Background: an optimization exercise with open tools, aiming at small area. Do not read the settings as production practice. Only simulation tests tie the RTL to the original design; equivalence was not proved. Power is estimated from default activity; no workload was simulated.

==> job 3252: inputs <==
// ad9637_datapath
module ad9637_datapath (
	input	wire			clk,
	input	wire			rst,			 
	input	wire			adc0_word_valid,	 
	input	wire	[47:0]	adc0_word,			 
	input	wire			adc1_word_valid,
	input	wire	[47:0]	adc1_word,
	input	wire	[15:0]	bit_order,
	input	wire	[15:0]	en_data_process,
	input	wire			en_trans,
	input	wire	[10:0]	add_times_cfg,
	input	wire			debug_choise,
	output	wire	[5:0]	led_data_show,
	input	wire			M_AXIS_tready,
	output	wire	[3:0]	M_AXIS_tkeep,
	output	wire			M_AXIS_tlast,
	output	wire			M_AXIS_tvalid,
	output	wire	[31:0]	M_AXIS_tdata,
	output	wire			M_AXIS_aresetn
);
==> module add_operation, before the edit <==
module add_operation
(
	input				rst,
	input 				clk,
	input				ce,			 
	input				pc,			 
	input				chg,		 
	input 		[10:0]	add_times,
	input				at_nz,		 
	input				en,
	input		[11:0]	data_in,
	output	wire [22:0]	res,
	output	reg			res_ok
	);
	reg		[10:0]	cnt_add;
	reg		[11:0]	sum_lo;
	reg		[10:0]	sum_hi;
	reg				carry;
	reg		[22:0]	res_q;
	reg				flag_add_times_changed;
	assign	res = res_q;
	wire	clr  = ~en | flag_add_times_changed;
	wire	lt   = cnt_add < add_times;
	wire	run  = ~clr & ~pc;
	wire	keep = ~ce | (run & lt);
	wire	add  = ce & run;
	wire	ld   = ce & run & ~lt;
	wire	inc  = ce & ~clr & (pc ? at_nz : lt);
	always	@(posedge clk)	begin
		{carry, sum_lo}	<= {1'b0, keep ? sum_lo : 12'd0} + {1'b0, add ? data_in : 12'd0};
		sum_hi		<= keep ? sum_hi + {10'd0, carry} : 11'd0;
		cnt_add		<= (keep ? cnt_add : 11'd0) + {10'd0, inc};
	end
	always	@(posedge clk)	begin
		if (rst) begin
			flag_add_times_changed <= 1'b0;
			res_ok		<= 1'b0;
		end
		else begin
			if (ce)
				flag_add_times_changed <= en & chg;
			if (ce & clr)
				res_ok	<= 1'b0;
			else if (ld)
				res_ok	<= 1'b1;
		end
	end
	always	@(posedge clk)	begin
		if (ld)
			res_q <= {sum_hi, sum_lo};
	end
endmodule
==> module Data_processing, before the edit <==
module Data_processing
	(
	input		wire			clk,
	input		wire			rst,
	input		wire	[367:0]	res_all,	 
	input		wire	[15:0]	res_ok,
	input		wire			en_trans,
	input		wire			S_AXIS_tready,
	output		wire	[3:0]	S_AXIS_tkeep,
	output		wire			S_AXIS_tlast,
	output		wire			S_AXIS_tvalid,
	output		wire	[31:0]	S_AXIS_tdata
	);
	localparam	IDLE = 2'b00, LAST = 2'b01, WAIT = 2'b10, BEAT = 2'b11;
	wire			en_pulse;
	reg		[1:0]	state;
	reg		[3:0]	cnt_ch;
	reg		[22:0]	beat_data;
	assign S_AXIS_tkeep  = 4'b1111;
	assign S_AXIS_tvalid = state[0];
	assign S_AXIS_tlast  = state[0];
	assign S_AXIS_tdata  = {cnt_ch & {4{state[0]}}, 5'd0, beat_data & {23{state[0]}}};
	utile_To_Pulse u_to_pulse_en(
		.clk		(clk),
		.signal_in	(en_trans),
		.pulse_out	(en_pulse)
	);
	wire	[22:0]	sel_res = res_all[cnt_ch*23 +: 23] & {23{res_ok[cnt_ch]}};
	always @(posedge clk) begin
		if (rst) begin
			state	<= IDLE;
			cnt_ch	<= 4'd0;
		end
		else if (!state[1]) begin
			cnt_ch	<= 4'd0;
			state	<= (en_pulse && S_AXIS_tready) ? WAIT : IDLE;
		end
		else if (S_AXIS_tready) begin
			if (state == WAIT)
				state	<= (cnt_ch == 4'd15) ? LAST : BEAT;
			else begin
				state	<= WAIT;
				cnt_ch	<= cnt_ch + 4'd1;
			end
		end
	end
	always @(posedge clk) begin
		if (state == WAIT && S_AXIS_tready)
			beat_data	<= sel_res;
	end
endmodule
Settings: LEC_CHECK=0, CAP_MARGIN=20, CORE_MARGIN=2, CORE_UTILIZATION=40, CTS_CLUSTER_DIAMETER=80, CTS_CLUSTER_SIZE=20, GPL_TIMING_DRIVEN=0, SETUP_SLACK_MARGIN=0.2, SLEW_MARGIN=20; clock period 5.0 ns.
standard.sh (not shown) runs the stock make flow with config.mk's settings and CLKGATE_MAP_FILE= SYNTH_SCRIPT=/design/flow/synth_recipe.tcl, a recipe that flattens the netlist after the stock synthesis.
==> flow/flow/run.sh <==
#!/bin/bash
# Layout flow: the standard synthesis, then the combinational logic re-mapped
# for area by Yosys/ABC (flip-flops untouched), then the standard ORFS layout
# with the port buffers made from buf_2. Each tool's output goes to a log here.
set -euo pipefail
W=$PWD
R=$W/orfs/results/sky130hd/ad9637_datapath/base
BP="BUFFER_PORTS_ARGS=-buffer_cell sky130_fd_sc_hd__buf_2"
LIB=$FLOW_HOME/platforms/sky130hd/lib/sky130_fd_sc_hd__tt_025C_1v80.lib
bash standard.sh "$BP" synth > make_synth.log 2>&1
cp "$R/1_2_yosys.v" "$W/std_1_2_yosys.v"
sed -e "s#@LIB@#$LIB#g" -e "s#@IN@#$W/std_1_2_yosys.v#" -e "s#@OUT@#$W/remap_1_2_yosys.v#" \
    -e "s#@ABC@#$W/flow/area.abc#" flow/remap.ys > remap_run.ys
yosys -s remap_run.ys > yosys_remap.log 2>&1
cp "$W/remap_1_2_yosys.v" "$R/1_2_yosys.v"
rm -f "$R/1_synth.odb" "$R/1_synth.sdc"
bash standard.sh "$BP" finish > make_finish.log 2>&1
==> flow/flow/area.abc <==
strash
&get -n
&fraig -x
&put
dch -f
map -a
strash
dch -f
map -a
topo
==> flow/flow/remap.ys <==
# Re-map the combinational logic of the standard synthesis for area. The
# flip-flops (and tie cells) stay as the standard synthesis made them, with
# the same instance names and cell types.
read_liberty -ignore_miss_func @LIB@
read_verilog @IN@
hierarchy -top ad9637_datapath
setattr -mod -set keep_hierarchy 1 sky130_fd_sc_hd__df* sky130_fd_sc_hd__edf* sky130_fd_sc_hd__conb_1
flatten
blackbox sky130_fd_sc_hd__*
opt_clean -purge
abc -liberty @LIB@ -script @ABC@ -dont_use *lpflow* -dont_use *probe*
opt_clean -purge
read_liberty -lib -ignore_redef @LIB@
hilomap -singleton -hicell sky130_fd_sc_hd__conb_1 HI -locell sky130_fd_sc_hd__conb_1 LO
splitnets
opt_clean -purge
check -assert
stat -liberty @LIB@
write_verilog -noattr -nohex -nodec @OUT@
==> job 131: changes against job 3252 <==
--- a/flow/design.v
+++ b/flow/design.v
@@ -63,9 +63,13 @@
 	wire	add  = ce & run;
 	wire	ld   = ce & run & ~lt;
-	wire	inc  = ce & ~clr & (pc ? at_nz : lt);
-	always	@(posedge clk)	begin
-		{carry, sum_lo}	<= {1'b0, keep ? sum_lo : 12'd0} + {1'b0, add ? data_in : 12'd0};
+	wire	[12:0]	sum_plus = {1'b0, sum_lo} + {1'b0, data_in};
+	wire	[10:0]	cnt_inc = cnt_add + 11'd1;
+	always	@(posedge clk)	begin
+		sum_lo	<= (sum_lo & {12{~ce}}) | (sum_plus[11:0] & {12{ce & run & lt}})
+				 | (data_in & {12{ce & run & ~lt}});
+		carry	<= ce & run & lt & sum_plus[12];
 		sum_hi		<= keep ? sum_hi + {10'd0, carry} : 11'd0;
-		cnt_add		<= (keep ? cnt_add : 11'd0) + {10'd0, inc};
+		cnt_add		<= (cnt_add & {11{~ce}}) | (cnt_inc & {11{ce & run & lt}})
+					 | {10'd0, ce & ~clr & pc & at_nz};
 	end
 	always	@(posedge clk)	begin
@@ -104,6 +108,11 @@
 	wire			en_pulse;
 	reg		[1:0]	state;
-	reg		[3:0]	cnt_ch;
+	reg		[15:0]	sel;
 	reg		[22:0]	beat_data;
+	wire	[3:0]	cnt_ch;
+	assign	cnt_ch[0] = sel[1] | sel[3] | sel[5] | sel[7] | sel[9] | sel[11] | sel[13] | sel[15];
+	assign	cnt_ch[1] = sel[2] | sel[3] | sel[6] | sel[7] | sel[10] | sel[11] | sel[14] | sel[15];
+	assign	cnt_ch[2] = |sel[7:4] | (|sel[15:12]);
+	assign	cnt_ch[3] = |sel[15:8];
 	assign S_AXIS_tkeep  = 4'b1111;
 	assign S_AXIS_tvalid = state[0];
@@ -115,20 +124,26 @@
 		.pulse_out	(en_pulse)
 	);
-	wire	[22:0]	sel_res = res_all[cnt_ch*23 +: 23] & {23{res_ok[cnt_ch]}};
+	reg		[22:0]	sel_res;
+	integer	i;
+	always @(*) begin
+		sel_res = 23'd0;
+		for (i = 0; i < 16; i = i + 1)
+			sel_res = sel_res | (res_all[i*23 +: 23] & {23{sel[i] & res_ok[i]}});
+	end
 	always @(posedge clk) begin
 		if (rst) begin
 			state	<= IDLE;
-			cnt_ch	<= 4'd0;
+			sel		<= 16'd1;
 		end
 		else if (!state[1]) begin
-			cnt_ch	<= 4'd0;
+			sel		<= 16'd1;
 			state	<= (en_pulse && S_AXIS_tready) ? WAIT : IDLE;
 		end
 		else if (S_AXIS_tready) begin
 			if (state == WAIT)
-				state	<= (cnt_ch == 4'd15) ? LAST : BEAT;
+				state	<= sel[15] ? LAST : BEAT;
 			else begin
 				state	<= WAIT;
-				cnt_ch	<= cnt_ch + 4'd1;
+				sel		<= {sel[14:0], sel[15]};
 			end
 		end
--- a/flow/flow/run.sh
+++ b/flow/flow/run.sh
@@ -6,5 +6,5 @@
 W=$PWD
 R=$W/orfs/results/sky130hd/ad9637_datapath/base
-BP="BUFFER_PORTS_ARGS=-buffer_cell sky130_fd_sc_hd__buf_2"
+BP="BUFFER_PORTS_ARGS=-buffer_cell sky130_fd_sc_hd__buf_1"
 LIB=$FLOW_HOME/platforms/sky130hd/lib/sky130_fd_sc_hd__tt_025C_1v80.lib
 bash standard.sh "$BP" synth > make_synth.log 2>&1
==> flow/flow/area.abc (replaced) <==
strash
dch -f
amap
strash
dch -f
amap
strash
dch -f
amap
strash
dch -f
amap
strash
dch -f
amap
strash
dch -f
amap
strash
dch -f
amap
strash
dch -f
amap
strash
dch -f
amap
strash
dch -f
amap
strash
dch -f
amap
strash
dch -f
amap
strash
dch -f
amap
strash
dch -f
amap
strash
dch -f
amap
strash
dch -f
amap
topo
Settings changed: CAP_MARGIN 20 to 5, CORE_UTILIZATION 40 to 70, CTS_CLUSTER_DIAMETER 80 to 60, CTS_CLUSTER_SIZE 20 to 30, PLACE_DENSITY from default to 0.78, SETUP_SLACK_MARGIN 0.2 to 0.03, SLEW_MARGIN 20 to 5.
==> comparison table <==
| quantity | job 131 | job 3252 |
|---|---|---|
| Final cell utilization of the core | 78.8% | 46.3% |
| Final-layout clock-cell area share | 4.95% | 3.75% |
| Status | complete, no violations | complete, no violations |
| Post-Synthesis Cells | 5459 | 6346 |
| R2R depth | 15 | 11 |
| Drt wl/cell | 23.4 um | 18.9 um |
| Critical setup path kind | input port to flip-flop | flip-flop to flip-flop |
| Multi-input gate share of the layout cell area | 33.3% | 33.0% |
| Metal-1 WL | 60.2 mm | 74.7 mm |
| Min setup slack post-route | 253 ps | 343 ps |
| HPWL Detailed | 114 mm | 112 mm |
| Area occupied by multi-input gates | 0.0199 mm^2 | 0.0213 mm^2 |
| Switching part of the total power | 26.2% | 24.4% |
| Layout net count | 5913 | 6883 |
| Vias in the first global route | 41878 | 41685 |

afterwards: timing with drivers on the ports:
The results above use ideal ports. As a check the final layouts listed here were re-extracted and re-timed, cells and wires unchanged.
Step 1: set_driving_cell puts a clkbuf_16 on clk and a buf_2 on each other input, an assumption about the parent block.
Step 2 also shifts input and output timing later by t, the mid clock arrival at the registers, as if the neighbouring blocks saw the same clock.
Three values: no drivers, after step 1, after step 2; two values: the first two.
run | t, ns | slack for setup (ns) | worst hold slack (ns) | worst setup path after step 2 | pins driven straight from the clock port
job 3252 | 0.778 | 0.343 / 0.343 / -0.326 | 0.389 / 0.344 / 0.389 | input to register | 1
job 131 | 0.744 | 0.253 / 0.304 / -0.441 | 0.392 / 0.388 / 0.392 | input to register | 1
Met with ideal ports but missed after step 2: setup timing in job 3252 and job 131. The setup slack of job 131, which loses most, moves by +0.051 ns with the drivers and by -0.694 ns with both steps.
